From an optimization exercise on the open Yosys and OpenROAD flow, aimed at small area and a short achievable clock period; shortcuts taken in it are not production practice.
No run shown here included a check of the RTL's function; only the layout flow was run.

==> flow/design.v, too long to show whole: its modules and the start of the top module <==
// module nn: 879 lines
// module sS_fa: 4 lines
// module sS_ha: 4 lines
module nn #(parameter SIZE = 32) (
    input [SIZE-1:0] input_1,
    input [SIZE-1:0] input_2,
    input clk,
    input resetn,
    input enable,
    output [SIZE-1:0] final_output,
    output reg total_ovf,
    output reg total_zero,
    output [2:0] ovf_fsm_stage,
    output [2:0] zero_fsm_stage
);
  // ...
==> flow/flow/run.sh <==
#!/bin/bash
# Standard ORFS layout (the standard.sh), with two changes to how it is made:
#  - port buffers are sky130_fd_sc_hd__buf_2 instead of the resizer's default pick
#    (a slow delay buffer), so the input and output paths are not padded;
#  - timing repair aims at a setup margin below the clock period, so paths are
#    repaired toward the period the design can reach rather than only to 21 ns.
# Synthesis is the standard one, unchanged. Each tool's log stays under orfs/logs.
set -euo pipefail
bash standard.sh synth > make_synth.log 2>&1
export BUFFER_PORTS_ARGS="-buffer_cell sky130_fd_sc_hd__buf_2"
export SETUP_SLACK_MARGIN=15.5
bash standard.sh > make_layout.log 2>&1
==> flow/standard.sh <==
#!/bin/bash
# synth_recipe.tcl (not shown) runs the flow's synth.tcl, then flattens the netlist and writes it again
# the make line also repeats each setting of config.mk as NAME=value (left out here)
make -C /OpenROAD-flow-scripts/flow DESIGN_CONFIG=/design/flow/config.mk WORK_HOME=/design/flow/orfs CLKGATE_MAP_FILE= SYNTH_SCRIPT=/design/flow/synth_recipe.tcl "${@:-finish}"
==> flow/config.mk <==
export PLATFORM = sky130hd
export DESIGN_NAME = nn
export DESIGN_NICKNAME = nn
export VERILOG_FILES = /design/flow/design.v
export SDC_FILE = /design/flow/constraint.sdc
export NUM_CORES = 4
export LEC_CHECK = 0
export CAP_MARGIN = 20
export CORE_MARGIN = 2
export CORE_UTILIZATION = 40
export SLEW_MARGIN = 20
export SYNTH_HIERARCHICAL = 1
==> flow/constraint.sdc <==
create_clock -name core_clock -period 21.0 [get_ports {clk}]
set_input_delay 4.2000 -clock core_clock [delete_from_list [all_inputs] [get_ports {clk}]]
set_output_delay 4.2000 -clock core_clock [all_outputs]
set_load 0.01 [all_outputs]
==> impl_metrics.ini, run 1 <==
[clock_network]
clock_path_buffers = 2
cts_resized = 56
cts_tree = done

[critical_path]
r2r_cells = 24
path_delay_family = adder cells
cp_max_fo = 4
crit_chain = buf_12, buf_12, buf_12, mux2_4, fa_1, fa_1, fa_1, ha_1, nand4_1, a211oi_2, o211ai_1, nand3_1, o31a_1, a31o_1, a31oi_2, o21a_1, fa_2, xnor2_2, xnor2_2, xnor2_2, inv_2, ha_4, nand3_2, o21ai_2
worstSetupEndpoint = ok30r$_DFFE_PP_
critPathLaunchType = register
cpPeakStageDelay_ns = 0.54

[final_layout]
multi_input_area_mm2 = 0.00676
final_cells = 1328
diodes = 0
multi_input_area_share = 0.543

[floorplan]
taps = 319

[timing]
final.setup.worst_slack_ns = 15.11

[status]
status = complete, no violations

[place]
place_ws_ns = 14.07

[grt]
use_met1 = 0.323

[yosys]
yosys.area_share.simple = 0.0986
yosysTopAreaCell = fa_1
synth_compound_area_frac = 0.141
ys_warn_count = 7

[detailed_routing]
vias_per_cell = 5.44
==> run 2, diff against run 1 <==
==> flow/design.v (replaced) <==
module nn #(parameter SIZE = 32) (
    input [SIZE-1:0] input_1,
    input [SIZE-1:0] input_2,
    input clk,
    input resetn,
    input enable,
    output [SIZE-1:0] final_output,
    output reg total_ovf,
    output reg total_zero,
    output [2:0] ovf_fsm_stage,
    output [2:0] zero_fsm_stage
);
    reg [2:0] ostg_n, zstg_n;
    assign ovf_fsm_stage = ~ostg_n;
    assign zero_fsm_stage = ~zstg_n;
    localparam [4:0] S_PRE = 5'd0, S_IN = 5'd1, S_OUT = 5'd2, S_POST = 5'd3,
                     S_IDLE = 5'd4, S_DEACT = 5'd8, S_LOAD = 5'd15;
    reg [4:0] st, nst;
    reg [28:0] fo_hi;    
    reg fo_2;            
    reg fo_lo;           
    assign final_output = {fo_hi, fo_2, fo_lo, fo_lo};
    always @(*) begin
        case (st)
            S_DEACT: nst = enable ? (fo_2 ? S_PRE : S_LOAD) : S_DEACT;
            S_IDLE:  nst = enable ? S_PRE : S_DEACT;
            S_PRE:   nst = S_IN;
            S_IN:    nst = S_OUT;
            S_OUT:   nst = S_POST;
            S_POST:  nst = S_IDLE;
            default: nst = st + 5'd1;
        endcase
    end
    always @(posedge clk or negedge resetn)
        if (!resetn) st <= S_DEACT;
        else         st <= nst;
    reg signed [29:0] X;
    reg signed [30:0] Y;
    reg zxy;
    wire zin = ~|input_1[31:2] | ~|input_2[31:1];
    always @(posedge clk) begin
        zxy <= zin;
        if (st == S_PRE) begin
            X <= input_1[31:2];
            Y <= input_2[31:1];
        end
    end
    wire x3, y3, x4, y4, xq, yq;
    assign x3 = (~X[29] | (X[28] | (X[27] & (X[26] | (X[25] & (X[24] | (X[23] & (X[22] | (X[21] & (X[20] | (X[19] & (X[18] | (X[17] & (X[16] | (X[15] & (X[14] | (X[13] & (X[12] | (X[11] & (X[10] | (X[9] & (X[8] | (X[7] & (X[6] | (X[5] & (X[4] | (X[3] & (X[2] & (X[1] | (X[0] | 1'b1))))))))))))))))))))))))))))))
        & (X[29] | (~X[28] | (~X[27] & (~X[26] | (~X[25] & (~X[24] | (~X[23] & (~X[22] | (~X[21] & (~X[20] | (~X[19] & (~X[18] | (~X[17] & (~X[16] | (~X[15] & (~X[14] | (~X[13] & (~X[12] | (~X[11] & (~X[10] | (~X[9] & (~X[8] | (~X[7] & (~X[6] | (~X[5] & (~X[4] | (~X[3] & (~X[2] | (~X[1] & (~X[0] | 1'b1))))))))))))))))))))))))))))));
    assign y3 = (~Y[30] | (Y[29] & (Y[28] | (Y[27] | (Y[26] & (Y[25] & (Y[24] | (Y[23] | (Y[22] & (Y[21] & (Y[20] | (Y[19] | (Y[18] & (Y[17] & (Y[16] | (Y[15] | (Y[14] & (Y[13] & (Y[12] | (Y[11] | (Y[10] & (Y[9] & (Y[8] | (Y[7] | (Y[6] & (Y[5] & (Y[4] | (Y[3] | (Y[2] & (Y[1] & (Y[0] & 1'b1)))))))))))))))))))))))))))))))
        & (Y[30] | (~Y[29] & (~Y[28] | (~Y[27] | (~Y[26] & (~Y[25] & (~Y[24] | (~Y[23] | (~Y[22] & (~Y[21] & (~Y[20] | (~Y[19] | (~Y[18] & (~Y[17] & (~Y[16] | (~Y[15] | (~Y[14] & (~Y[13] & (~Y[12] | (~Y[11] | (~Y[10] & (~Y[9] & (~Y[8] | (~Y[7] | (~Y[6] & (~Y[5] & (~Y[4] | (~Y[3] | (~Y[2] & (~Y[1] & (~Y[0] | 1'b1)))))))))))))))))))))))))))))));
    assign x4 = (~X[29] | (X[28] & (X[27] & (X[26] & (X[25] | (X[24] & (X[23] | (X[22] & (X[21] | (X[20] & (X[19] | (X[18] & (X[17] | (X[16] & (X[15] | (X[14] & (X[13] | (X[12] & (X[11] | (X[10] & (X[9] | (X[8] & (X[7] | (X[6] & (X[5] | (X[4] & (X[3] | (X[2] & (X[1] & (X[0] | 1'b1))))))))))))))))))))))))))))))
        & (X[29] | (~X[28] & (~X[27] & (~X[26] & (~X[25] | (~X[24] & (~X[23] | (~X[22] & (~X[21] | (~X[20] & (~X[19] | (~X[18] & (~X[17] | (~X[16] & (~X[15] | (~X[14] & (~X[13] | (~X[12] & (~X[11] | (~X[10] & (~X[9] | (~X[8] & (~X[7] | (~X[6] & (~X[5] | (~X[4] & (~X[3] | (~X[2] & (~X[1] | (~X[0] | 1'b1))))))))))))))))))))))))))))));
    assign y4 = (~Y[30] | (Y[29] & (Y[28] & (Y[27] & (Y[26] & (Y[25] | (Y[24] & (Y[23] | (Y[22] & (Y[21] & (Y[20] & (Y[19] | (Y[18] | (Y[17] | (Y[16] | (Y[15] & (Y[14] | (Y[13] & (Y[12] | (Y[11] | (Y[10] | (Y[9] & (Y[8] & (Y[7] & (Y[6] & (Y[5] | (Y[4] & (Y[3] & (Y[2] | (Y[1] | (Y[0] | 1'b1)))))))))))))))))))))))))))))))
        & (Y[30] | (~Y[29] & (~Y[28] & (~Y[27] & (~Y[26] & (~Y[25] | (~Y[24] & (~Y[23] | (~Y[22] & (~Y[21] & (~Y[20] & (~Y[19] | (~Y[18] | (~Y[17] | (~Y[16] | (~Y[15] & (~Y[14] | (~Y[13] & (~Y[12] | (~Y[11] | (~Y[10] | (~Y[9] & (~Y[8] & (~Y[7] & (~Y[6] & (~Y[5] | (~Y[4] & (~Y[3] | (~Y[2] & (~Y[1] & (~Y[0] | 1'b1)))))))))))))))))))))))))))))));
    assign xq = (~X[29] | (X[28] & (X[27] & (X[26] & (X[25] | (X[24] | (X[23] | (X[22] & (X[21] & (X[20] & (X[19] | (X[18] | (X[17] | (X[16] & (X[15] & (X[14] & (X[13] | (X[12] | (X[11] | (X[10] & (X[9] & (X[8] & (X[7] | (X[6] | (X[5] | (X[4] & (X[3] & (X[2] & (X[1] & (X[0] | 1'b1))))))))))))))))))))))))))))))
        & (X[29] | (~X[28] & (~X[27] & (~X[26] & (~X[25] | (~X[24] | (~X[23] | (~X[22] & (~X[21] & (~X[20] & (~X[19] | (~X[18] | (~X[17] | (~X[16] & (~X[15] & (~X[14] & (~X[13] | (~X[12] | (~X[11] | (~X[10] & (~X[9] & (~X[8] & (~X[7] | (~X[6] | (~X[5] | (~X[4] & (~X[3] & (~X[2] | (~X[1] & (~X[0] & 1'b1))))))))))))))))))))))))))))));
    assign yq = (~Y[30] | (Y[29] & (Y[28] & (Y[27] & (Y[26] | (Y[25] | (Y[24] & (Y[23] & (Y[22] | (Y[21] | (Y[20] & (Y[19] & (Y[18] | (Y[17] | (Y[16] & (Y[15] & (Y[14] | (Y[13] | (Y[12] & (Y[11] & (Y[10] | (Y[9] | (Y[8] & (Y[7] & (Y[6] | (Y[5] | (Y[4] & (Y[3] & (Y[2] | (Y[1] & (Y[0] & 1'b1)))))))))))))))))))))))))))))))
        & (Y[30] | (~Y[29] & (~Y[28] & (~Y[27] & (~Y[26] | (~Y[25] | (~Y[24] & (~Y[23] & (~Y[22] | (~Y[21] | (~Y[20] & (~Y[19] & (~Y[18] | (~Y[17] | (~Y[16] & (~Y[15] & (~Y[14] | (~Y[13] | (~Y[12] & (~Y[11] & (~Y[10] | (~Y[9] | (~Y[8] & (~Y[7] & (~Y[6] | (~Y[5] | (~Y[4] & (~Y[3] & (~Y[2] | (~Y[1] | (~Y[0] | 1'b1)))))))))))))))))))))))))))))));
    wire [26:0] xs = X[26:0];
    wire [26:0] ys = Y[26:0];
    wire [27:0] yv = Y[27:0];
    wire [31:0] wsum;    
    wire [31:0] vsum;    
    wire ok32 = (wsum[31:30] == 2'b00) || (wsum[31:30] == 2'b11);   
    wire ok30 = (wsum[31:28] == 4'h0) || (wsum[31:28] == 4'hf);     
    wire v_ok = (vsum[31:29] == 3'b000) || (vsum[31:29] == 3'b111);
    reg qovf, qzero, ok30r;
    wire ovf3 = ~(x3 & y3);
    wire quirk = ostg_n[2];    
    wire ovf4 = quirk ? qovf : ~(x4 & y4 & ok32);
    wire zero4 = quirk & qzero;         
    wire ovf5 = total_ovf | ~ok30r;
    always @(posedge clk or negedge resetn) begin
        if (!resetn) begin
            total_ovf <= 1'b0;
            total_zero <= 1'b0;
            ostg_n <= 3'd0;
            zstg_n <= 3'd0;
            fo_hi <= 29'd0;
            fo_2 <= 1'b0;
            fo_lo <= 1'b0;
            qovf <= 1'b0;
            qzero <= 1'b1;
        end else begin
            case (st)
                S_DEACT: if (enable) begin
                    total_ovf <= 1'b0; total_zero <= 1'b0;
                    ostg_n <= 3'd0; zstg_n <= 3'd0;
                end
                S_PRE: if (zin) begin
                    total_zero <= 1'b1; zstg_n <= ~3'd2;
                end
                S_IN: if (ovf3) begin
                    total_ovf <= 1'b1; ostg_n <= ~3'd3;
                end else begin
                    if (zxy) begin total_zero <= 1'b1; zstg_n <= ~3'd3; end
                    qovf <= ~(xq & yq & v_ok);
                    qzero <= 1'b0;
                end
                S_OUT: if (ovf4) begin
                    total_ovf <= 1'b1; ostg_n <= ~3'd4;
                end else if (zero4) begin
                    total_zero <= 1'b1; zstg_n <= ~3'd4;
                end
                S_POST: begin
                    fo_2 <= 1'b1;
                    if (ovf5) begin
                        total_ovf <= 1'b1; ostg_n <= ~3'd5;
                        fo_hi <= {29{1'b1}};
                        fo_lo <= 1'b1;
                    end else begin
                        fo_hi <= wsum[28:0];
                        fo_lo <= 1'b0;
                    end
                end
                default: ;
            endcase
        end
    end
    always @(posedge clk)
        if (st == S_OUT) ok30r <= ok30;
  wire wS_1;
  wire wS_2;
  assign wS_1 = xs[0] ^ xs[1];
  assign wS_2 = xs[0] | xs[1];
  wire wS_3;
  wire wS_4;
  wS_fa uwS_3 (xs[1], xs[2], ys[1], wS_3, wS_4);
  wire wS_5;
  wire wS_6;
  assign wS_5 = xs[2] ^ xs[3];
  assign wS_6 = xs[2] | xs[3];
  wire wS_7;
  wire wS_8;
  wS_ha uwS_7 (ys[2], ys[3], wS_7, wS_8);
  wire wS_9;
  wire wS_10;
  assign wS_9 = xs[3] ^ xs[4];
  assign wS_10 = xs[3] | xs[4];
  wire wS_11;
  wire wS_12;
  wS_fa uwS_11 (ys[3], ys[4], ys[7], wS_11, wS_12);
  wire wS_13;
  wire wS_14;
  assign wS_13 = xs[4] ^ xs[5];
  assign wS_14 = xs[4] | xs[5];
  wire wS_15;
  wire wS_16;
  wS_fa uwS_15 (ys[4], ys[5], ys[8], wS_15, wS_16);
  wire wS_17;
  wire wS_18;
  assign wS_17 = xs[5] ^ xs[6];
  assign wS_18 = xs[5] | xs[6];
  wire wS_19;
  wire wS_20;
  wS_fa uwS_19 (ys[5], ys[6], ys[9], wS_19, wS_20);
  wire wS_21;
  wire wS_22;
  assign wS_21 = xs[6] ^ xs[7];
  assign wS_22 = xs[6] | xs[7];
  wire wS_23;
  wire wS_24;
  wS_fa uwS_23 (ys[6], ys[7], ys[10], wS_23, wS_24);
  wire wS_25;
  wire wS_26;
  assign wS_25 = xs[7] ^ xs[8];
  assign wS_26 = xs[7] | xs[8];
  wire wS_27;
  wire wS_28;
  wS_fa uwS_27 (ys[7], ys[8], ys[11], wS_27, wS_28);
  wire wS_29;
  wire wS_30;
  assign wS_29 = xs[8] ^ xs[9];
  assign wS_30 = xs[8] | xs[9];
  wire wS_31;
  wire wS_32;
  wS_fa uwS_31 (ys[8], ys[9], ys[12], wS_31, wS_32);
  wire wS_33;
  wire wS_34;
  assign wS_33 = xs[9] ^ xs[10];
  assign wS_34 = xs[9] | xs[10];
  wire wS_35;
  wire wS_36;
  wS_fa uwS_35 (ys[9], ys[10], ys[13], wS_35, wS_36);
  wire wS_37;
  wire wS_38;
  assign wS_37 = xs[10] ^ xs[11];
  assign wS_38 = xs[10] | xs[11];
  wire wS_39;
  wire wS_40;
  wS_fa uwS_39 (ys[10], ys[11], ys[14], wS_39, wS_40);
  wire wS_41;
  wire wS_42;
  assign wS_41 = xs[11] ^ xs[12];
  assign wS_42 = xs[11] | xs[12];
  wire wS_43;
  wire wS_44;
  wS_fa uwS_43 (ys[11], ys[12], ys[15], wS_43, wS_44);
  wire wS_45;
  wire wS_46;
  assign wS_45 = xs[12] ^ xs[13];
  assign wS_46 = xs[12] | xs[13];
  wire wS_47;
  wire wS_48;
  wS_fa uwS_47 (ys[12], ys[13], ys[16], wS_47, wS_48);
  wire wS_49;
  wire wS_50;
  assign wS_49 = xs[13] ^ xs[14];
  assign wS_50 = xs[13] | xs[14];
  wire wS_51;
  wire wS_52;
  wS_fa uwS_51 (ys[13], ys[14], ys[17], wS_51, wS_52);
  wire wS_53;
  wire wS_54;
  assign wS_53 = xs[14] ^ xs[15];
  assign wS_54 = xs[14] | xs[15];
  wire wS_55;
  wire wS_56;
  wS_fa uwS_55 (ys[14], ys[15], ys[18], wS_55, wS_56);
  wire wS_57;
  wire wS_58;
  assign wS_57 = xs[15] ^ xs[16];
  assign wS_58 = xs[15] | xs[16];
  wire wS_59;
  wire wS_60;
  wS_fa uwS_59 (ys[15], ys[16], ys[19], wS_59, wS_60);
  wire wS_61;
  wire wS_62;
  assign wS_61 = xs[16] ^ xs[17];
  assign wS_62 = xs[16] | xs[17];
  wire wS_63;
  wire wS_64;
  wS_fa uwS_63 (ys[16], ys[17], ys[20], wS_63, wS_64);
  wire wS_65;
  wire wS_66;
  assign wS_65 = xs[17] ^ xs[18];
  assign wS_66 = xs[17] | xs[18];
  wire wS_67;
  wire wS_68;
  wS_fa uwS_67 (ys[17], ys[18], ys[21], wS_67, wS_68);
  wire wS_69;
  wire wS_70;
  assign wS_69 = xs[18] ^ xs[19];
  assign wS_70 = xs[18] | xs[19];
  wire wS_71;
  wire wS_72;
  wS_fa uwS_71 (ys[18], ys[19], ys[22], wS_71, wS_72);
  wire wS_73;
  wire wS_74;
  assign wS_73 = xs[19] ^ xs[20];
  assign wS_74 = xs[19] | xs[20];
  wire wS_75;
  wire wS_76;
  wS_fa uwS_75 (ys[19], ys[20], ys[23], wS_75, wS_76);
  wire wS_77;
  wire wS_78;
  assign wS_77 = xs[20] ^ xs[21];
  assign wS_78 = xs[20] | xs[21];
  wire wS_79;
  wire wS_80;
  wS_fa uwS_79 (ys[20], ys[21], ys[24], wS_79, wS_80);
  wire wS_81;
  wire wS_82;
  assign wS_81 = xs[21] ^ xs[22];
  assign wS_82 = xs[21] | xs[22];
  wire wS_83;
  wire wS_84;
  wS_fa uwS_83 (ys[21], ys[22], ys[25], wS_83, wS_84);
  wire wS_85;
  wire wS_86;
  wS_fa uwS_85 (xs[22], xs[23], ys[22], wS_85, wS_86);
  wire wS_87;
  wire wS_88;
  assign wS_87 = ys[23] ^ ys[26];
  assign wS_88 = ys[23] & ~ys[26];
  wire wS_89;
  wire wS_90;
  assign wS_89 = xs[23] ^ xs[24];
  assign wS_90 = xs[23] | xs[24];
  wire wS_91;
  wire wS_92;
  wS_ha uwS_91 (ys[23], ys[24], wS_91, wS_92);
  wire wS_93;
  wire wS_94;
  assign wS_93 = xs[24] ^ xs[25];
  assign wS_94 = xs[24] | xs[25];
  wire wS_95;
  wire wS_96;
  wS_ha uwS_95 (ys[24], ys[25], wS_95, wS_96);
  wire wS_97;
  wire wS_98;
  assign wS_97 = xs[25] ^ ys[25];
  assign wS_98 = xs[25] | ys[25];
  wire wS_99;
  wire wS_100;
  assign wS_99 = xs[26] ^ ys[26];
  assign wS_100 = xs[26] | ys[26];
  wire wS_101;
  wire wS_102;
  assign wS_101 = xs[0] ^ ys[0];
  assign wS_102 = xs[0] | ys[0];
  wire wS_103;
  wire wS_104;
  wS_fa uwS_103 (ys[0], ys[1], ys[4], wS_103, wS_104);
  wire wS_105;
  wire wS_106;
  wS_fa uwS_105 (ys[2], ys[5], wS_3, wS_105, wS_106);
  wire wS_107;
  wire wS_108;
  wS_fa uwS_107 (ys[6], wS_7, wS_4, wS_107, wS_108);
  wire wS_109;
  wire wS_110;
  wS_fa uwS_109 (wS_11, wS_6, wS_8, wS_109, wS_110);
  wire wS_111;
  wire wS_112;
  wS_fa uwS_111 (wS_15, wS_10, wS_12, wS_111, wS_112);
  wire wS_113;
  wire wS_114;
  wS_fa uwS_113 (wS_19, wS_14, wS_16, wS_113, wS_114);
  wire wS_115;
  wire wS_116;
  wS_fa uwS_115 (wS_23, wS_18, wS_20, wS_115, wS_116);
  wire wS_117;
  wire wS_118;
  wS_fa uwS_117 (wS_27, wS_22, wS_24, wS_117, wS_118);
  wire wS_119;
  wire wS_120;
  wS_fa uwS_119 (wS_31, wS_26, wS_28, wS_119, wS_120);
  wire wS_121;
  wire wS_122;
  wS_fa uwS_121 (wS_35, wS_30, wS_32, wS_121, wS_122);
  wire wS_123;
  wire wS_124;
  wS_fa uwS_123 (wS_39, wS_34, wS_36, wS_123, wS_124);
  wire wS_125;
  wire wS_126;
  wS_fa uwS_125 (wS_43, wS_38, wS_40, wS_125, wS_126);
  wire wS_127;
  wire wS_128;
  wS_fa uwS_127 (wS_47, wS_42, wS_44, wS_127, wS_128);
  wire wS_129;
  wire wS_130;
  wS_fa uwS_129 (wS_51, wS_46, wS_48, wS_129, wS_130);
  wire wS_131;
  wire wS_132;
  wS_fa uwS_131 (wS_55, wS_50, wS_52, wS_131, wS_132);
  wire wS_133;
  wire wS_134;
  wS_fa uwS_133 (wS_59, wS_54, wS_56, wS_133, wS_134);
  wire wS_135;
  wire wS_136;
  wS_fa uwS_135 (wS_63, wS_58, wS_60, wS_135, wS_136);
  wire wS_137;
  wire wS_138;
  wS_fa uwS_137 (wS_67, wS_62, wS_64, wS_137, wS_138);
  wire wS_139;
  wire wS_140;
  wS_fa uwS_139 (wS_71, wS_66, wS_68, wS_139, wS_140);
  wire wS_141;
  wire wS_142;
  wS_fa uwS_141 (wS_75, wS_70, wS_72, wS_141, wS_142);
  wire wS_143;
  wire wS_144;
  wS_fa uwS_143 (wS_79, wS_74, wS_76, wS_143, wS_144);
  wire wS_145;
  wire wS_146;
  wS_fa uwS_145 (wS_83, wS_78, wS_80, wS_145, wS_146);
  wire wS_147;
  wire wS_148;
  wS_fa uwS_147 (wS_85, wS_82, wS_84, wS_147, wS_148);
  wire wS_149;
  wire wS_150;
  wS_fa uwS_149 (wS_91, wS_86, wS_88, wS_149, wS_150);
  wire wS_151;
  wire wS_152;
  wS_fa uwS_151 (wS_95, wS_90, wS_92, wS_151, wS_152);
  wire wS_153;
  wire wS_154;
  wS_fa uwS_153 (wS_99, wS_94, wS_96, wS_153, wS_154);
  wire wS_155;
  wire wS_156;
  wS_fa uwS_155 (~wS_98, xs[26], ys[26], wS_155, wS_156);
  wire wS_157;
  wire wS_158;
  wS_ha uwS_157 (wS_103, wS_102, wS_157, wS_158);
  wire wS_159;
  wire wS_160;
  wS_fa uwS_159 (wS_2, wS_105, wS_104, wS_159, wS_160);
  wire wS_161;
  wire wS_162;
  wS_fa uwS_161 (wS_107, wS_106, ~wS_5, wS_161, wS_162);
  wire wS_163;
  wire wS_164;
  wS_fa uwS_163 (wS_109, wS_108, ~wS_9, wS_163, wS_164);
  wire wS_165;
  wire wS_166;
  wS_fa uwS_165 (wS_111, wS_110, ~wS_13, wS_165, wS_166);
  wire wS_167;
  wire wS_168;
  wS_fa uwS_167 (wS_113, wS_112, ~wS_17, wS_167, wS_168);
  wire wS_169;
  wire wS_170;
  wS_fa uwS_169 (wS_115, wS_114, ~wS_21, wS_169, wS_170);
  wire wS_171;
  wire wS_172;
  wS_fa uwS_171 (wS_117, wS_116, ~wS_25, wS_171, wS_172);
  wire wS_173;
  wire wS_174;
  wS_fa uwS_173 (wS_119, wS_118, ~wS_29, wS_173, wS_174);
  wire wS_175;
  wire wS_176;
  wS_fa uwS_175 (wS_121, wS_120, ~wS_33, wS_175, wS_176);
  wire wS_177;
  wire wS_178;
  wS_fa uwS_177 (wS_123, wS_122, ~wS_37, wS_177, wS_178);
  wire wS_179;
  wire wS_180;
  wS_fa uwS_179 (wS_125, wS_124, ~wS_41, wS_179, wS_180);
  wire wS_181;
  wire wS_182;
  wS_fa uwS_181 (wS_127, wS_126, ~wS_45, wS_181, wS_182);
  wire wS_183;
  wire wS_184;
  wS_fa uwS_183 (wS_129, wS_128, ~wS_49, wS_183, wS_184);
  wire wS_185;
  wire wS_186;
  wS_fa uwS_185 (wS_131, wS_130, ~wS_53, wS_185, wS_186);
  wire wS_187;
  wire wS_188;
  wS_fa uwS_187 (wS_133, wS_132, ~wS_57, wS_187, wS_188);
  wire wS_189;
  wire wS_190;
  wS_fa uwS_189 (wS_135, wS_134, ~wS_61, wS_189, wS_190);
  wire wS_191;
  wire wS_192;
  wS_fa uwS_191 (wS_137, wS_136, ~wS_65, wS_191, wS_192);
  wire wS_193;
  wire wS_194;
  wS_fa uwS_193 (wS_139, wS_138, ~wS_69, wS_193, wS_194);
  wire wS_195;
  wire wS_196;
  wS_fa uwS_195 (wS_141, wS_140, ~wS_73, wS_195, wS_196);
  wire wS_197;
  wire wS_198;
  wS_fa uwS_197 (wS_143, wS_142, ~wS_77, wS_197, wS_198);
  wire wS_199;
  wire wS_200;
  wS_fa uwS_199 (wS_145, wS_144, ~wS_81, wS_199, wS_200);
  wire wS_201;
  wire wS_202;
  wS_fa uwS_201 (wS_147, wS_146, ~wS_87, wS_201, wS_202);
  wire wS_203;
  wire wS_204;
  wS_fa uwS_203 (wS_149, wS_148, ~wS_89, wS_203, wS_204);
  wire wS_205;
  wire wS_206;
  wS_fa uwS_205 (wS_151, wS_150, ~wS_93, wS_205, wS_206);
  wire wS_207;
  wire wS_208;
  wS_fa uwS_207 (wS_153, wS_152, ~wS_97, wS_207, wS_208);
  wire wS_209;
  wire wS_210;
  wS_fa uwS_209 (~wS_154, wS_100, wS_155, wS_209, wS_210);
  wire [31:0] wS_a = {~wS_156, ~wS_209, wS_207, wS_205, wS_203, wS_201, wS_199, wS_197, wS_195, wS_193, wS_191, wS_189, wS_187, wS_185, wS_183, wS_181, wS_179, wS_177, wS_175, wS_173, wS_171, wS_169, wS_167, wS_165, wS_163, wS_161, wS_159, ~wS_1, ys[3], ys[2], ys[1], ys[0]};
  wire [31:0] wS_b = {~wS_210, wS_208, wS_206, wS_204, wS_202, wS_200, wS_198, wS_196, wS_194, wS_192, wS_190, wS_188, wS_186, wS_184, wS_182, wS_180, wS_178, wS_176, wS_174, wS_172, wS_170, wS_168, wS_166, wS_164, wS_162, wS_160, wS_158, wS_157, ~wS_101, 1'b1, 1'b1, 1'b0};
  wire [31:0] wS_p0 = wS_a ^ wS_b;
  wire [31:0] wS_g0 = wS_a & wS_b;
  wire wS_G0_1 = wS_g0[1] | (wS_p0[1] & wS_g0[0]);
  wire wS_P0_1 = wS_p0[1] & wS_p0[0];
  wire wS_G0_3 = wS_g0[3] | (wS_p0[3] & wS_g0[2]);
  wire wS_P0_3 = wS_p0[3] & wS_p0[2];
  wire wS_G0_5 = wS_g0[5] | (wS_p0[5] & wS_g0[4]);
  wire wS_P0_5 = wS_p0[5] & wS_p0[4];
  wire wS_G0_7 = wS_g0[7] | (wS_p0[7] & wS_g0[6]);
  wire wS_P0_7 = wS_p0[7] & wS_p0[6];
  wire wS_G0_9 = wS_g0[9] | (wS_p0[9] & wS_g0[8]);
  wire wS_P0_9 = wS_p0[9] & wS_p0[8];
  wire wS_G0_11 = wS_g0[11] | (wS_p0[11] & wS_g0[10]);
  wire wS_P0_11 = wS_p0[11] & wS_p0[10];
  wire wS_G0_13 = wS_g0[13] | (wS_p0[13] & wS_g0[12]);
  wire wS_P0_13 = wS_p0[13] & wS_p0[12];
  wire wS_G0_15 = wS_g0[15] | (wS_p0[15] & wS_g0[14]);
  wire wS_P0_15 = wS_p0[15] & wS_p0[14];
  wire wS_G0_17 = wS_g0[17] | (wS_p0[17] & wS_g0[16]);
  wire wS_P0_17 = wS_p0[17] & wS_p0[16];
  wire wS_G0_19 = wS_g0[19] | (wS_p0[19] & wS_g0[18]);
  wire wS_P0_19 = wS_p0[19] & wS_p0[18];
  wire wS_G0_21 = wS_g0[21] | (wS_p0[21] & wS_g0[20]);
  wire wS_P0_21 = wS_p0[21] & wS_p0[20];
  wire wS_G0_23 = wS_g0[23] | (wS_p0[23] & wS_g0[22]);
  wire wS_P0_23 = wS_p0[23] & wS_p0[22];
  wire wS_G0_25 = wS_g0[25] | (wS_p0[25] & wS_g0[24]);
  wire wS_P0_25 = wS_p0[25] & wS_p0[24];
  wire wS_G0_27 = wS_g0[27] | (wS_p0[27] & wS_g0[26]);
  wire wS_P0_27 = wS_p0[27] & wS_p0[26];
  wire wS_G0_29 = wS_g0[29] | (wS_p0[29] & wS_g0[28]);
  wire wS_P0_29 = wS_p0[29] & wS_p0[28];
  wire wS_G0_31 = wS_g0[31] | (wS_p0[31] & wS_g0[30]);
  wire wS_P0_31 = wS_p0[31] & wS_p0[30];
  wire wS_G1_3 = wS_G0_3 | (wS_P0_3 & wS_G0_1);
  wire wS_P1_3 = wS_P0_3 & wS_P0_1;
  wire wS_G1_7 = wS_G0_7 | (wS_P0_7 & wS_G0_5);
  wire wS_P1_7 = wS_P0_7 & wS_P0_5;
  wire wS_G1_11 = wS_G0_11 | (wS_P0_11 & wS_G0_9);
  wire wS_P1_11 = wS_P0_11 & wS_P0_9;
  wire wS_G1_15 = wS_G0_15 | (wS_P0_15 & wS_G0_13);
  wire wS_P1_15 = wS_P0_15 & wS_P0_13;
  wire wS_G1_19 = wS_G0_19 | (wS_P0_19 & wS_G0_17);
  wire wS_P1_19 = wS_P0_19 & wS_P0_17;
  wire wS_G1_23 = wS_G0_23 | (wS_P0_23 & wS_G0_21);
  wire wS_P1_23 = wS_P0_23 & wS_P0_21;
  wire wS_G1_27 = wS_G0_27 | (wS_P0_27 & wS_G0_25);
  wire wS_P1_27 = wS_P0_27 & wS_P0_25;
  wire wS_G1_31 = wS_G0_31 | (wS_P0_31 & wS_G0_29);
  wire wS_P1_31 = wS_P0_31 & wS_P0_29;
  wire wS_G2_7 = wS_G1_7 | (wS_P1_7 & wS_G1_3);
  wire wS_P2_7 = wS_P1_7 & wS_P1_3;
  wire wS_G2_15 = wS_G1_15 | (wS_P1_15 & wS_G1_11);
  wire wS_P2_15 = wS_P1_15 & wS_P1_11;
  wire wS_G2_23 = wS_G1_23 | (wS_P1_23 & wS_G1_19);
  wire wS_P2_23 = wS_P1_23 & wS_P1_19;
  wire wS_G2_31 = wS_G1_31 | (wS_P1_31 & wS_G1_27);
  wire wS_P2_31 = wS_P1_31 & wS_P1_27;
  wire wS_G3_15 = wS_G2_15 | (wS_P2_15 & wS_G2_7);
  wire wS_P3_15 = wS_P2_15 & wS_P2_7;
  wire wS_G3_31 = wS_G2_31 | (wS_P2_31 & wS_G2_23);
  wire wS_P3_31 = wS_P2_31 & wS_P2_23;
  wire wS_G4_31 = wS_G3_31 | (wS_P3_31 & wS_G3_15);
  wire wS_P4_31 = wS_P3_31 & wS_P3_15;
  wire wS_G5_23 = wS_G2_23 | (wS_P2_23 & wS_G3_15);
  wire wS_P5_23 = wS_P2_23 & wS_P3_15;
  wire wS_G6_11 = wS_G1_11 | (wS_P1_11 & wS_G2_7);
  wire wS_P6_11 = wS_P1_11 & wS_P2_7;
  wire wS_G6_19 = wS_G1_19 | (wS_P1_19 & wS_G3_15);
  wire wS_P6_19 = wS_P1_19 & wS_P3_15;
  wire wS_G6_27 = wS_G1_27 | (wS_P1_27 & wS_G5_23);
  wire wS_P6_27 = wS_P1_27 & wS_P5_23;
  wire wS_G7_5 = wS_G0_5 | (wS_P0_5 & wS_G1_3);
  wire wS_P7_5 = wS_P0_5 & wS_P1_3;
  wire wS_G7_9 = wS_G0_9 | (wS_P0_9 & wS_G2_7);
  wire wS_P7_9 = wS_P0_9 & wS_P2_7;
  wire wS_G7_13 = wS_G0_13 | (wS_P0_13 & wS_G6_11);
  wire wS_P7_13 = wS_P0_13 & wS_P6_11;
  wire wS_G7_17 = wS_G0_17 | (wS_P0_17 & wS_G3_15);
  wire wS_P7_17 = wS_P0_17 & wS_P3_15;
  wire wS_G7_21 = wS_G0_21 | (wS_P0_21 & wS_G6_19);
  wire wS_P7_21 = wS_P0_21 & wS_P6_19;
  wire wS_G7_25 = wS_G0_25 | (wS_P0_25 & wS_G5_23);
  wire wS_P7_25 = wS_P0_25 & wS_P5_23;
  wire wS_G7_29 = wS_G0_29 | (wS_P0_29 & wS_G6_27);
  wire wS_P7_29 = wS_P0_29 & wS_P6_27;
  wire wS_G8_2 = wS_g0[2] | (wS_p0[2] & wS_G0_1);
  wire wS_P8_2 = wS_p0[2] & wS_P0_1;
  wire wS_G8_4 = wS_g0[4] | (wS_p0[4] & wS_G1_3);
  wire wS_P8_4 = wS_p0[4] & wS_P1_3;
  wire wS_G8_6 = wS_g0[6] | (wS_p0[6] & wS_G7_5);
  wire wS_P8_6 = wS_p0[6] & wS_P7_5;
  wire wS_G8_8 = wS_g0[8] | (wS_p0[8] & wS_G2_7);
  wire wS_P8_8 = wS_p0[8] & wS_P2_7;
  wire wS_G8_10 = wS_g0[10] | (wS_p0[10] & wS_G7_9);
  wire wS_P8_10 = wS_p0[10] & wS_P7_9;
  wire wS_G8_12 = wS_g0[12] | (wS_p0[12] & wS_G6_11);
  wire wS_P8_12 = wS_p0[12] & wS_P6_11;
  wire wS_G8_14 = wS_g0[14] | (wS_p0[14] & wS_G7_13);
  wire wS_P8_14 = wS_p0[14] & wS_P7_13;
  wire wS_G8_16 = wS_g0[16] | (wS_p0[16] & wS_G3_15);
  wire wS_P8_16 = wS_p0[16] & wS_P3_15;
  wire wS_G8_18 = wS_g0[18] | (wS_p0[18] & wS_G7_17);
  wire wS_P8_18 = wS_p0[18] & wS_P7_17;
  wire wS_G8_20 = wS_g0[20] | (wS_p0[20] & wS_G6_19);
  wire wS_P8_20 = wS_p0[20] & wS_P6_19;
  wire wS_G8_22 = wS_g0[22] | (wS_p0[22] & wS_G7_21);
  wire wS_P8_22 = wS_p0[22] & wS_P7_21;
  wire wS_G8_24 = wS_g0[24] | (wS_p0[24] & wS_G5_23);
  wire wS_P8_24 = wS_p0[24] & wS_P5_23;
  wire wS_G8_26 = wS_g0[26] | (wS_p0[26] & wS_G7_25);
  wire wS_P8_26 = wS_p0[26] & wS_P7_25;
  wire wS_G8_28 = wS_g0[28] | (wS_p0[28] & wS_G6_27);
  wire wS_P8_28 = wS_p0[28] & wS_P6_27;
  wire wS_G8_30 = wS_g0[30] | (wS_p0[30] & wS_G7_29);
  wire wS_P8_30 = wS_p0[30] & wS_P7_29;
  wire [31:0] wsum_t;
  assign wsum_t[0] = wS_p0[0];
  assign wsum_t[1] = wS_p0[1] ^ wS_g0[0];
  assign wsum_t[2] = wS_p0[2] ^ wS_G0_1;
  assign wsum_t[3] = wS_p0[3] ^ wS_G8_2;
  assign wsum_t[4] = wS_p0[4] ^ wS_G1_3;
  assign wsum_t[5] = wS_p0[5] ^ wS_G8_4;
  assign wsum_t[6] = wS_p0[6] ^ wS_G7_5;
  assign wsum_t[7] = wS_p0[7] ^ wS_G8_6;
  assign wsum_t[8] = wS_p0[8] ^ wS_G2_7;
  assign wsum_t[9] = wS_p0[9] ^ wS_G8_8;
  assign wsum_t[10] = wS_p0[10] ^ wS_G7_9;
  assign wsum_t[11] = wS_p0[11] ^ wS_G8_10;
  assign wsum_t[12] = wS_p0[12] ^ wS_G6_11;
  assign wsum_t[13] = wS_p0[13] ^ wS_G8_12;
  assign wsum_t[14] = wS_p0[14] ^ wS_G7_13;
  assign wsum_t[15] = wS_p0[15] ^ wS_G8_14;
  assign wsum_t[16] = wS_p0[16] ^ wS_G3_15;
  assign wsum_t[17] = wS_p0[17] ^ wS_G8_16;
  assign wsum_t[18] = wS_p0[18] ^ wS_G7_17;
  assign wsum_t[19] = wS_p0[19] ^ wS_G8_18;
  assign wsum_t[20] = wS_p0[20] ^ wS_G6_19;
  assign wsum_t[21] = wS_p0[21] ^ wS_G8_20;
  assign wsum_t[22] = wS_p0[22] ^ wS_G7_21;
  assign wsum_t[23] = wS_p0[23] ^ wS_G8_22;
  assign wsum_t[24] = wS_p0[24] ^ wS_G5_23;
  assign wsum_t[25] = wS_p0[25] ^ wS_G8_24;
  assign wsum_t[26] = wS_p0[26] ^ wS_G7_25;
  assign wsum_t[27] = wS_p0[27] ^ wS_G8_26;
  assign wsum_t[28] = wS_p0[28] ^ wS_G6_27;
  assign wsum_t[29] = wS_p0[29] ^ wS_G8_28;
  assign wsum_t[30] = wS_p0[30] ^ wS_G7_29;
  assign wsum_t[31] = wS_p0[31] ^ wS_G8_30;
    assign wsum = wsum_t;
  wire vS_1;
  wire vS_2;
  assign vS_1 = xs[23] ^ xs[26];
  assign vS_2 = xs[23] | ~xs[26];
  wire vS_3;
  wire vS_4;
  vS_ha uvS_3 (xs[0], xs[3], vS_3, vS_4);
  wire vS_5;
  wire vS_6;
  vS_fa uvS_5 (xs[1], xs[4], ~yv[2], vS_5, vS_6);
  wire vS_7;
  wire vS_8;
  vS_fa uvS_7 (xs[2], xs[5], ~yv[3], vS_7, vS_8);
  wire vS_9;
  wire vS_10;
  vS_fa uvS_9 (xs[3], xs[6], ~yv[4], vS_9, vS_10);
  wire vS_11;
  wire vS_12;
  vS_fa uvS_11 (xs[4], xs[7], ~yv[5], vS_11, vS_12);
  wire vS_13;
  wire vS_14;
  vS_fa uvS_13 (xs[5], xs[8], ~yv[6], vS_13, vS_14);
  wire vS_15;
  wire vS_16;
  vS_fa uvS_15 (xs[6], xs[9], ~yv[7], vS_15, vS_16);
  wire vS_17;
  wire vS_18;
  vS_fa uvS_17 (xs[7], xs[10], ~yv[8], vS_17, vS_18);
  wire vS_19;
  wire vS_20;
  vS_fa uvS_19 (xs[8], xs[11], ~yv[9], vS_19, vS_20);
  wire vS_21;
  wire vS_22;
  vS_fa uvS_21 (xs[9], xs[12], ~yv[10], vS_21, vS_22);
  wire vS_23;
  wire vS_24;
  vS_fa uvS_23 (xs[10], xs[13], ~yv[11], vS_23, vS_24);
  wire vS_25;
  wire vS_26;
  vS_fa uvS_25 (xs[11], xs[14], ~yv[12], vS_25, vS_26);
  wire vS_27;
  wire vS_28;
  vS_fa uvS_27 (xs[12], xs[15], ~yv[13], vS_27, vS_28);
  wire vS_29;
  wire vS_30;
  vS_fa uvS_29 (xs[13], xs[16], ~yv[14], vS_29, vS_30);
  wire vS_31;
  wire vS_32;
  vS_fa uvS_31 (xs[14], xs[17], ~yv[15], vS_31, vS_32);
  wire vS_33;
  wire vS_34;
  vS_fa uvS_33 (xs[15], xs[18], ~yv[16], vS_33, vS_34);
  wire vS_35;
  wire vS_36;
  vS_fa uvS_35 (xs[16], xs[19], ~yv[17], vS_35, vS_36);
  wire vS_37;
  wire vS_38;
  vS_fa uvS_37 (xs[17], xs[20], ~yv[18], vS_37, vS_38);
  wire vS_39;
  wire vS_40;
  vS_fa uvS_39 (xs[18], xs[21], ~yv[19], vS_39, vS_40);
  wire vS_41;
  wire vS_42;
  vS_fa uvS_41 (xs[19], xs[22], ~yv[20], vS_41, vS_42);
  wire vS_43;
  wire vS_44;
  vS_fa uvS_43 (xs[20], xs[23], ~yv[21], vS_43, vS_44);
  wire vS_45;
  wire vS_46;
  vS_fa uvS_45 (xs[21], xs[24], ~yv[22], vS_45, vS_46);
  wire vS_47;
  wire vS_48;
  vS_fa uvS_47 (xs[22], xs[25], ~yv[23], vS_47, vS_48);
  wire vS_49;
  wire vS_50;
  assign vS_49 = vS_1 ^ yv[24];
  assign vS_50 = vS_1 & ~yv[24];
  wire vS_51;
  wire vS_52;
  vS_fa uvS_51 (xs[24], yv[27], vS_2, vS_51, vS_52);
  wire vS_53;
  wire vS_54;
  assign vS_53 = xs[25] ^ yv[26];
  assign vS_54 = xs[25] | ~yv[26];
  wire vS_55;
  wire vS_56;
  assign vS_55 = yv[27] ^ xs[26];
  assign vS_56 = yv[27] | ~xs[26];
  wire vS_57;
  wire vS_58;
  assign vS_57 = xs[0] ^ yv[0];
  assign vS_58 = xs[0] | ~yv[0];
  wire vS_59;
  wire vS_60;
  assign vS_59 = xs[1] ^ yv[1];
  assign vS_60 = xs[1] | ~yv[1];
  wire vS_61;
  wire vS_62;
  vS_fa uvS_61 (~xs[2], yv[0], yv[2], vS_61, vS_62);
  wire vS_63;
  wire vS_64;
  vS_fa uvS_63 (~vS_3, yv[1], yv[3], vS_63, vS_64);
  wire vS_65;
  wire vS_66;
  vS_fa uvS_65 (vS_5, vS_4, ~yv[4], vS_65, vS_66);
  wire vS_67;
  wire vS_68;
  vS_fa uvS_67 (vS_7, vS_6, ~yv[5], vS_67, vS_68);
  wire vS_69;
  wire vS_70;
  vS_fa uvS_69 (vS_9, vS_8, ~yv[6], vS_69, vS_70);
  wire vS_71;
  wire vS_72;
  vS_fa uvS_71 (vS_11, vS_10, ~yv[7], vS_71, vS_72);
  wire vS_73;
  wire vS_74;
  vS_fa uvS_73 (vS_13, vS_12, ~yv[8], vS_73, vS_74);
  wire vS_75;
  wire vS_76;
  vS_fa uvS_75 (vS_15, vS_14, ~yv[9], vS_75, vS_76);
  wire vS_77;
  wire vS_78;
  vS_fa uvS_77 (vS_17, vS_16, ~yv[10], vS_77, vS_78);
  wire vS_79;
  wire vS_80;
  vS_fa uvS_79 (vS_19, vS_18, ~yv[11], vS_79, vS_80);
  wire vS_81;
  wire vS_82;
  vS_fa uvS_81 (vS_21, vS_20, ~yv[12], vS_81, vS_82);
  wire vS_83;
  wire vS_84;
  vS_fa uvS_83 (vS_23, vS_22, ~yv[13], vS_83, vS_84);
  wire vS_85;
  wire vS_86;
  vS_fa uvS_85 (vS_25, vS_24, ~yv[14], vS_85, vS_86);
  wire vS_87;
  wire vS_88;
  vS_fa uvS_87 (vS_27, vS_26, ~yv[15], vS_87, vS_88);
  wire vS_89;
  wire vS_90;
  vS_fa uvS_89 (vS_29, vS_28, ~yv[16], vS_89, vS_90);
  wire vS_91;
  wire vS_92;
  vS_fa uvS_91 (vS_31, vS_30, ~yv[17], vS_91, vS_92);
  wire vS_93;
  wire vS_94;
  vS_fa uvS_93 (vS_33, vS_32, ~yv[18], vS_93, vS_94);
  wire vS_95;
  wire vS_96;
  vS_fa uvS_95 (vS_35, vS_34, ~yv[19], vS_95, vS_96);
  wire vS_97;
  wire vS_98;
  vS_fa uvS_97 (vS_37, vS_36, ~yv[20], vS_97, vS_98);
  wire vS_99;
  wire vS_100;
  vS_fa uvS_99 (vS_39, vS_38, ~yv[21], vS_99, vS_100);
  wire vS_101;
  wire vS_102;
  vS_fa uvS_101 (vS_41, vS_40, ~yv[22], vS_101, vS_102);
  wire vS_103;
  wire vS_104;
  vS_fa uvS_103 (vS_43, vS_42, ~yv[23], vS_103, vS_104);
  wire vS_105;
  wire vS_106;
  vS_fa uvS_105 (vS_45, vS_44, ~yv[24], vS_105, vS_106);
  wire vS_107;
  wire vS_108;
  vS_fa uvS_107 (vS_47, vS_46, ~yv[25], vS_107, vS_108);
  wire vS_109;
  wire vS_110;
  vS_fa uvS_109 (~vS_48, yv[26], vS_49, vS_109, vS_110);
  wire vS_111;
  wire vS_112;
  vS_fa uvS_111 (vS_51, vS_50, ~yv[25], vS_111, vS_112);
  wire vS_113;
  wire vS_114;
  vS_ha uvS_113 (vS_53, vS_52, vS_113, vS_114);
  wire vS_115;
  wire vS_116;
  vS_ha uvS_115 (vS_55, vS_54, vS_115, vS_116);
  wire [31:0] vS_a = {1'b1, vS_56, vS_115, vS_113, vS_111, ~vS_109, vS_107, vS_105, vS_103, vS_101, vS_99, vS_97, vS_95, vS_93, vS_91, vS_89, vS_87, vS_85, vS_83, vS_81, vS_79, vS_77, vS_75, vS_73, vS_71, vS_69, vS_67, vS_65, ~vS_63, ~vS_61, vS_59, vS_57};
  wire [31:0] vS_b = {1'b0, vS_116, vS_114, vS_112, ~vS_110, vS_108, vS_106, vS_104, vS_102, vS_100, vS_98, vS_96, vS_94, vS_92, vS_90, vS_88, vS_86, vS_84, vS_82, vS_80, vS_78, vS_76, vS_74, vS_72, vS_70, vS_68, vS_66, ~vS_64, ~vS_62, vS_60, vS_58, 1'b0};
  wire [31:0] vS_p0 = vS_a ^ vS_b;
  wire [31:0] vS_g0 = vS_a & vS_b;
  wire vS_G0_1 = vS_g0[1] | (vS_p0[1] & vS_g0[0]);
  wire vS_P0_1 = vS_p0[1] & vS_p0[0];
  wire vS_G0_3 = vS_g0[3] | (vS_p0[3] & vS_g0[2]);
  wire vS_P0_3 = vS_p0[3] & vS_p0[2];
  wire vS_G0_5 = vS_g0[5] | (vS_p0[5] & vS_g0[4]);
  wire vS_P0_5 = vS_p0[5] & vS_p0[4];
  wire vS_G0_7 = vS_g0[7] | (vS_p0[7] & vS_g0[6]);
  wire vS_P0_7 = vS_p0[7] & vS_p0[6];
  wire vS_G0_9 = vS_g0[9] | (vS_p0[9] & vS_g0[8]);
  wire vS_P0_9 = vS_p0[9] & vS_p0[8];
  wire vS_G0_11 = vS_g0[11] | (vS_p0[11] & vS_g0[10]);
  wire vS_P0_11 = vS_p0[11] & vS_p0[10];
  wire vS_G0_13 = vS_g0[13] | (vS_p0[13] & vS_g0[12]);
  wire vS_P0_13 = vS_p0[13] & vS_p0[12];
  wire vS_G0_15 = vS_g0[15] | (vS_p0[15] & vS_g0[14]);
  wire vS_P0_15 = vS_p0[15] & vS_p0[14];
  wire vS_G0_17 = vS_g0[17] | (vS_p0[17] & vS_g0[16]);
  wire vS_P0_17 = vS_p0[17] & vS_p0[16];
  wire vS_G0_19 = vS_g0[19] | (vS_p0[19] & vS_g0[18]);
  wire vS_P0_19 = vS_p0[19] & vS_p0[18];
  wire vS_G0_21 = vS_g0[21] | (vS_p0[21] & vS_g0[20]);
  wire vS_P0_21 = vS_p0[21] & vS_p0[20];
  wire vS_G0_23 = vS_g0[23] | (vS_p0[23] & vS_g0[22]);
  wire vS_P0_23 = vS_p0[23] & vS_p0[22];
  wire vS_G0_25 = vS_g0[25] | (vS_p0[25] & vS_g0[24]);
  wire vS_P0_25 = vS_p0[25] & vS_p0[24];
  wire vS_G0_27 = vS_g0[27] | (vS_p0[27] & vS_g0[26]);
  wire vS_P0_27 = vS_p0[27] & vS_p0[26];
  wire vS_G0_29 = vS_g0[29] | (vS_p0[29] & vS_g0[28]);
  wire vS_P0_29 = vS_p0[29] & vS_p0[28];
  wire vS_G0_31 = vS_g0[31] | (vS_p0[31] & vS_g0[30]);
  wire vS_P0_31 = vS_p0[31] & vS_p0[30];
  wire vS_G1_3 = vS_G0_3 | (vS_P0_3 & vS_G0_1);
  wire vS_P1_3 = vS_P0_3 & vS_P0_1;
  wire vS_G1_7 = vS_G0_7 | (vS_P0_7 & vS_G0_5);
  wire vS_P1_7 = vS_P0_7 & vS_P0_5;
  wire vS_G1_11 = vS_G0_11 | (vS_P0_11 & vS_G0_9);
  wire vS_P1_11 = vS_P0_11 & vS_P0_9;
  wire vS_G1_15 = vS_G0_15 | (vS_P0_15 & vS_G0_13);
  wire vS_P1_15 = vS_P0_15 & vS_P0_13;
  wire vS_G1_19 = vS_G0_19 | (vS_P0_19 & vS_G0_17);
  wire vS_P1_19 = vS_P0_19 & vS_P0_17;
  wire vS_G1_23 = vS_G0_23 | (vS_P0_23 & vS_G0_21);
  wire vS_P1_23 = vS_P0_23 & vS_P0_21;
  wire vS_G1_27 = vS_G0_27 | (vS_P0_27 & vS_G0_25);
  wire vS_P1_27 = vS_P0_27 & vS_P0_25;
  wire vS_G1_31 = vS_G0_31 | (vS_P0_31 & vS_G0_29);
  wire vS_P1_31 = vS_P0_31 & vS_P0_29;
  wire vS_G2_7 = vS_G1_7 | (vS_P1_7 & vS_G1_3);
  wire vS_P2_7 = vS_P1_7 & vS_P1_3;
  wire vS_G2_15 = vS_G1_15 | (vS_P1_15 & vS_G1_11);
  wire vS_P2_15 = vS_P1_15 & vS_P1_11;
  wire vS_G2_23 = vS_G1_23 | (vS_P1_23 & vS_G1_19);
  wire vS_P2_23 = vS_P1_23 & vS_P1_19;
  wire vS_G2_31 = vS_G1_31 | (vS_P1_31 & vS_G1_27);
  wire vS_P2_31 = vS_P1_31 & vS_P1_27;
  wire vS_G3_15 = vS_G2_15 | (vS_P2_15 & vS_G2_7);
  wire vS_P3_15 = vS_P2_15 & vS_P2_7;
  wire vS_G3_31 = vS_G2_31 | (vS_P2_31 & vS_G2_23);
  wire vS_P3_31 = vS_P2_31 & vS_P2_23;
  wire vS_G4_31 = vS_G3_31 | (vS_P3_31 & vS_G3_15);
  wire vS_P4_31 = vS_P3_31 & vS_P3_15;
  wire vS_G5_23 = vS_G2_23 | (vS_P2_23 & vS_G3_15);
  wire vS_P5_23 = vS_P2_23 & vS_P3_15;
  wire vS_G6_11 = vS_G1_11 | (vS_P1_11 & vS_G2_7);
  wire vS_P6_11 = vS_P1_11 & vS_P2_7;
  wire vS_G6_19 = vS_G1_19 | (vS_P1_19 & vS_G3_15);
  wire vS_P6_19 = vS_P1_19 & vS_P3_15;
  wire vS_G6_27 = vS_G1_27 | (vS_P1_27 & vS_G5_23);
  wire vS_P6_27 = vS_P1_27 & vS_P5_23;
  wire vS_G7_5 = vS_G0_5 | (vS_P0_5 & vS_G1_3);
  wire vS_P7_5 = vS_P0_5 & vS_P1_3;
  wire vS_G7_9 = vS_G0_9 | (vS_P0_9 & vS_G2_7);
  wire vS_P7_9 = vS_P0_9 & vS_P2_7;
  wire vS_G7_13 = vS_G0_13 | (vS_P0_13 & vS_G6_11);
  wire vS_P7_13 = vS_P0_13 & vS_P6_11;
  wire vS_G7_17 = vS_G0_17 | (vS_P0_17 & vS_G3_15);
  wire vS_P7_17 = vS_P0_17 & vS_P3_15;
  wire vS_G7_21 = vS_G0_21 | (vS_P0_21 & vS_G6_19);
  wire vS_P7_21 = vS_P0_21 & vS_P6_19;
  wire vS_G7_25 = vS_G0_25 | (vS_P0_25 & vS_G5_23);
  wire vS_P7_25 = vS_P0_25 & vS_P5_23;
  wire vS_G7_29 = vS_G0_29 | (vS_P0_29 & vS_G6_27);
  wire vS_P7_29 = vS_P0_29 & vS_P6_27;
  wire vS_G8_2 = vS_g0[2] | (vS_p0[2] & vS_G0_1);
  wire vS_P8_2 = vS_p0[2] & vS_P0_1;
  wire vS_G8_4 = vS_g0[4] | (vS_p0[4] & vS_G1_3);
  wire vS_P8_4 = vS_p0[4] & vS_P1_3;
  wire vS_G8_6 = vS_g0[6] | (vS_p0[6] & vS_G7_5);
  wire vS_P8_6 = vS_p0[6] & vS_P7_5;
  wire vS_G8_8 = vS_g0[8] | (vS_p0[8] & vS_G2_7);
  wire vS_P8_8 = vS_p0[8] & vS_P2_7;
  wire vS_G8_10 = vS_g0[10] | (vS_p0[10] & vS_G7_9);
  wire vS_P8_10 = vS_p0[10] & vS_P7_9;
  wire vS_G8_12 = vS_g0[12] | (vS_p0[12] & vS_G6_11);
  wire vS_P8_12 = vS_p0[12] & vS_P6_11;
  wire vS_G8_14 = vS_g0[14] | (vS_p0[14] & vS_G7_13);
  wire vS_P8_14 = vS_p0[14] & vS_P7_13;
  wire vS_G8_16 = vS_g0[16] | (vS_p0[16] & vS_G3_15);
  wire vS_P8_16 = vS_p0[16] & vS_P3_15;
  wire vS_G8_18 = vS_g0[18] | (vS_p0[18] & vS_G7_17);
  wire vS_P8_18 = vS_p0[18] & vS_P7_17;
  wire vS_G8_20 = vS_g0[20] | (vS_p0[20] & vS_G6_19);
  wire vS_P8_20 = vS_p0[20] & vS_P6_19;
  wire vS_G8_22 = vS_g0[22] | (vS_p0[22] & vS_G7_21);
  wire vS_P8_22 = vS_p0[22] & vS_P7_21;
  wire vS_G8_24 = vS_g0[24] | (vS_p0[24] & vS_G5_23);
  wire vS_P8_24 = vS_p0[24] & vS_P5_23;
  wire vS_G8_26 = vS_g0[26] | (vS_p0[26] & vS_G7_25);
  wire vS_P8_26 = vS_p0[26] & vS_P7_25;
  wire vS_G8_28 = vS_g0[28] | (vS_p0[28] & vS_G6_27);
  wire vS_P8_28 = vS_p0[28] & vS_P6_27;
  wire vS_G8_30 = vS_g0[30] | (vS_p0[30] & vS_G7_29);
  wire vS_P8_30 = vS_p0[30] & vS_P7_29;
  wire [31:0] vsum_t;
  assign vsum_t[0] = vS_p0[0];
  assign vsum_t[1] = vS_p0[1] ^ vS_g0[0];
  assign vsum_t[2] = vS_p0[2] ^ vS_G0_1;
  assign vsum_t[3] = vS_p0[3] ^ vS_G8_2;
  assign vsum_t[4] = vS_p0[4] ^ vS_G1_3;
  assign vsum_t[5] = vS_p0[5] ^ vS_G8_4;
  assign vsum_t[6] = vS_p0[6] ^ vS_G7_5;
  assign vsum_t[7] = vS_p0[7] ^ vS_G8_6;
  assign vsum_t[8] = vS_p0[8] ^ vS_G2_7;
  assign vsum_t[9] = vS_p0[9] ^ vS_G8_8;
  assign vsum_t[10] = vS_p0[10] ^ vS_G7_9;
  assign vsum_t[11] = vS_p0[11] ^ vS_G8_10;
  assign vsum_t[12] = vS_p0[12] ^ vS_G6_11;
  assign vsum_t[13] = vS_p0[13] ^ vS_G8_12;
  assign vsum_t[14] = vS_p0[14] ^ vS_G7_13;
  assign vsum_t[15] = vS_p0[15] ^ vS_G8_14;
  assign vsum_t[16] = vS_p0[16] ^ vS_G3_15;
  assign vsum_t[17] = vS_p0[17] ^ vS_G8_16;
  assign vsum_t[18] = vS_p0[18] ^ vS_G7_17;
  assign vsum_t[19] = vS_p0[19] ^ vS_G8_18;
  assign vsum_t[20] = vS_p0[20] ^ vS_G6_19;
  assign vsum_t[21] = vS_p0[21] ^ vS_G8_20;
  assign vsum_t[22] = vS_p0[22] ^ vS_G7_21;
  assign vsum_t[23] = vS_p0[23] ^ vS_G8_22;
  assign vsum_t[24] = vS_p0[24] ^ vS_G5_23;
  assign vsum_t[25] = vS_p0[25] ^ vS_G8_24;
  assign vsum_t[26] = vS_p0[26] ^ vS_G7_25;
  assign vsum_t[27] = vS_p0[27] ^ vS_G8_26;
  assign vsum_t[28] = vS_p0[28] ^ vS_G6_27;
  assign vsum_t[29] = vS_p0[29] ^ vS_G8_28;
  assign vsum_t[30] = vS_p0[30] ^ vS_G7_29;
  assign vsum_t[31] = vS_p0[31] ^ vS_G8_30;
    assign vsum = vsum_t;
endmodule
module wS_fa(input a, input b, input c, output s, output co);
  assign s = a ^ b ^ c;
  assign co = (a & b) | (a & c) | (b & c);
endmodule
module wS_ha(input a, input b, output s, output co);
  assign s = a ^ b;
  assign co = a & b;
endmodule
module vS_fa(input a, input b, input c, output s, output co);
  assign s = a ^ b ^ c;
  assign co = (a & b) | (a & c) | (b & c);
endmodule
module vS_ha(input a, input b, output s, output co);
  assign s = a ^ b;
  assign co = a & b;
endmodule
==> impl_metrics.ini, run 2 <==
[status]
status = complete, no violations

[timing]
hold_slack_ns = 0.490
max_slew_margin = 0.416
period_share = 0.275
worst_pin_slew_ns = 0.873
setup_viol = 0
period_needed_ns = 5.78
fmax_mhz = 173
fin_worst_skew_ns = 0.00874
slew_violations = 0
final.setup.worst_slack_ns = 15.22
hold_violations = 0
final.setup.tns_ns = 0
rsz0062_at_grt = true

[yosys]
synth_area_leaders = fa_1 (27%), edfxtp_1 (18%), ha_1 (13%)
ys_ff_latch = 109
synth.area.mux_share = 0.00296
yosys.area_share.simple = 0.0963
synth-main-ff-cell = edfxtp_1
synth_compound_area_frac = 0.124
synthAdderAreaFrac = 0.400
synth_xor_area_frac = 0.0182
ys_types = 79
ys_warn_count = 7
synthArstFlopShare = 0.422
syn_area_mm2 = 0.0101
synth_top_area_share = 0.273
synth_top_family_by_area = adder cells
ys_seq_area_frac = 0.300
synth-edff-count = 62
yosysTopAreaCell = fa_1
synth_common_cells = inv_1 (142), fa_1 (138), ha_1 (103)
synthCells = 891
syn-num-nets = 1199
synth.most_common_cell = inv_1
synth_area_per_cell_um2 = 11.4

[floorplan]
die_height_um = 163
rows = 58
start_util = 0.405
core-area_mm2 = 0.0250
ios = 107
die_area_mm2 = 0.0266
die_w_um = 163

[detailed_routing]
drc_errors = 0
wl_per_cell_um = 18.4
vias_per_cell = 5.34
drtIter0Drc = 405
vias = 7278
drt-total-wl_um = 25200
drtPass1Iterations = 8
detail-route-antenna-nets = 0

[clock_network]
clock_path_buffers = 2
cts_max_level = 3
cts_hold_buf = 0
numCtsBuffers = 9
clk_pin_slew_ns = 0.08
cts_tree = done
clock-root-buffer = clkbuf_16
clkSinkCount = 109
worst_skew_pair.late_latency_ns = 0.36

[final_layout]
largest_reg_flops = 31
top_register = Y
utilization = 0.476
final_nets = 1337
areaGrowthSynthToFinish_pct = 17.6
diodes = 0
final_common_cell = inv_1
layout_common_cells = inv_1 (139), fa_1 (132), ha_1 (99), buf_2 (99), edfxtp_1 (62)
layout-drive-gt1-share = 0.205
reg_top3 = Y: 31 flops, X: 30 flops, fo_hi: 29 flops

[grt]
grt_max_degree = 62
grt_antenna_before_repair = 0
grt_pass1_vias = 8012
grt_pass1_wl_um = 41600
grt_use_total = 0.203
overflow = 0

[critical_path]
critPathLaunchType = register
r2r_end = total_ovf$_DFFE_PN0P_
worstPathRequired_ns = 21.26
rrSetupSlack_ns = 15.22
cp_max_fo = 3
worstSetupPathType = register to register
end_kind = register
worstPathArrival_ns = 6.03
r2r_cells = 21
r2r_start = X[1]$_DFFE_PP_

[place]
place_ws_ns = 14.76
hpwl_um = 20100
gp_congestion = 0.900
numPortBuffers = 103

[hold_path]
hp-start = total_zero$_DFFE_PN0P_
holdPathStages = 1
hold_class = register to register
whs_endpoint = total_zero$_DFFE_PN0P_

[run]
cap_violations = 0
-- run 2: cell count changes after synthesis, moves of 5 or more --
cell / before / now
inv_1: 69 / 142
ha_1: 76 / 103
mux2_2: 20 / 0
fa_1: 119 / 138
o21ai_0: 37 / 19
nand2_1: 46 / 31
clkbuf_1: 17 / 4
a21o_1: 18 / 7
nand3_1: 19 / 13
a211o_1: 5 / 0
nor3_1: 13 / 8
nor4_1: 19 / 24
o31ai_1: 2 / 7
-- run 2: metrics by stage --
stage	std cells	area (um^2)
final	1364	11900
after global routing	1364	11900
after CTS	1362	11800
after detailed placement	1315	11100
after global placement	1315	11100
after floorplan	891	10200
-- run 2: routing by layer --
layer | track usage | share of wire | vias up
met1 | 0.260 | 0.42 | 3646
met2 | 0.354 | 0.50 | 203
met4 | 0.0684 | 0.027 | 0
met5 | 0 | 0 | -
met3 | 0.0310 | 0.046 | 36
li1 | - | - | 3393
-- run 2: Yosys stat by module, one instance, submodules excluded --
module	flip-flops and latches	copies in the design	area (um^2)	cells inside
wS_ha	0	4	12.5	1
vS_ha	0	3	12.5	1
nn	109	1	7580	761
vS_fa	0	49	20.0	1
wS_fa	0	74	20.0	1
-- run 2: cells by family after synthesis --
logic type,Yosys count
flops,109
xor+xnor,21
buf+inv,155
simple gates,186
mux,3
fa+ha+maj,241
compound gates,176
-- run 2: how the worst max path moves through the flow --
| stage | start | end | depth (start not counted) |
|---|---|---|---|
| floorplan | Y[8]$_DFFE_PP_ | total_ovf$_DFFE_PN0P_ | 21 |
| global route | Y[9]$_DFFE_PP_ | ostg_n[0]$_DFFE_PN0P_ | 22 |
| global placement | Y[1]$_DFFE_PP_ | total_ovf$_DFFE_PN0P_ | 22 |
| CTS | Y[10]$_DFFE_PP_ | ostg_n[2]$_DFFE_PN0P_ | 22 |
| finish | X[1]$_DFFE_PP_ | total_ovf$_DFFE_PN0P_ | 21 |
| detailed placement | Y[6]$_DFFE_PP_ | total_ovf$_DFFE_PN0P_ | 22 |
-- run 2: area by class of cell --
| cell class | instances | area [um^2] |
|---|---|---|
| inverters | 143 | 537 |
| clock inverters | 7 | 145 |
| multi-input cells | 627 | 6740 |
| fillers | 2316 | 13100 |
| flip-flops and latches | 109 | 3040 |
| repair buffers | 139 | 827 |
| well taps | 330 | 413 |
| clock buffers | 9 | 225 |
-- run 2: critical path, stage by stage (launching register included) --
cell and delay [ns]:
edfxtp_1 0.53, fa_1 0.55, fa_1 0.43, fa_1 0.49, ha_1 0.23, or3_1 0.41, o221ai_2 0.21, o22ai_4 0.13
nand2_2 0.10, a31oi_4 0.09, a221o_1 0.36, a41oi_2 0.19, a21oi_2 0.09, fa_2 0.55, inv_2 0.05, ha_4 0.24
nor3_4 0.18, and4_1 0.23, a32oi_2 0.07, a21oi_4 0.24, nor3_4 0.09, o21a_1 0.20
-- run 2: timing repair --
| item | 4_1_cts | 5_1_grt |
|---|---|---|
| pin swaps | 30 | 13 |
| buffers inserted | 31 | 2 |
| resized for setup | 26 | 13 |
| setup endpoints to repair | 8 | 8 |

==> what the ideal ports hide <==
The results above use ideal ports. As a check the final layouts listed here were re-extracted and re-timed, cells and wires unchanged.
Step 1, drivers: a clkbuf_16 drives clk and a buf_2 each remaining input, both assumed.
Step 2 adds t to the input delays and takes it off the output delays; t is the mean of the earliest and latest rising clock arrival at the registers after step 1. Input paths then give back, and output paths get back, about the clock's delay inside the block.
Three values: ideal ports, drivers, drivers and shift; two values: the first two.
| run | shift t [ns] | setup WS [ns] | worst register clock-pin slew, ns | worst data-port slew with drivers (ns) | cell pins on the clock port's net |
|---|---|---|---|---|---|
| run 1 | 0.472 | 15.113 / 15.113 / 15.085 | 0.07 / 0.07 | 0.04 | 1 |
| run 2 | 0.405 | 15.224 / 15.224 / 15.165 | 0.08 / 0.08 | 0.04 | 1 |
After both steps every run listed still meets setup and hold. For run 2, which loses most, drivers alone change the setup slack by 0.000 ns; drivers and shift together by -0.059 ns.
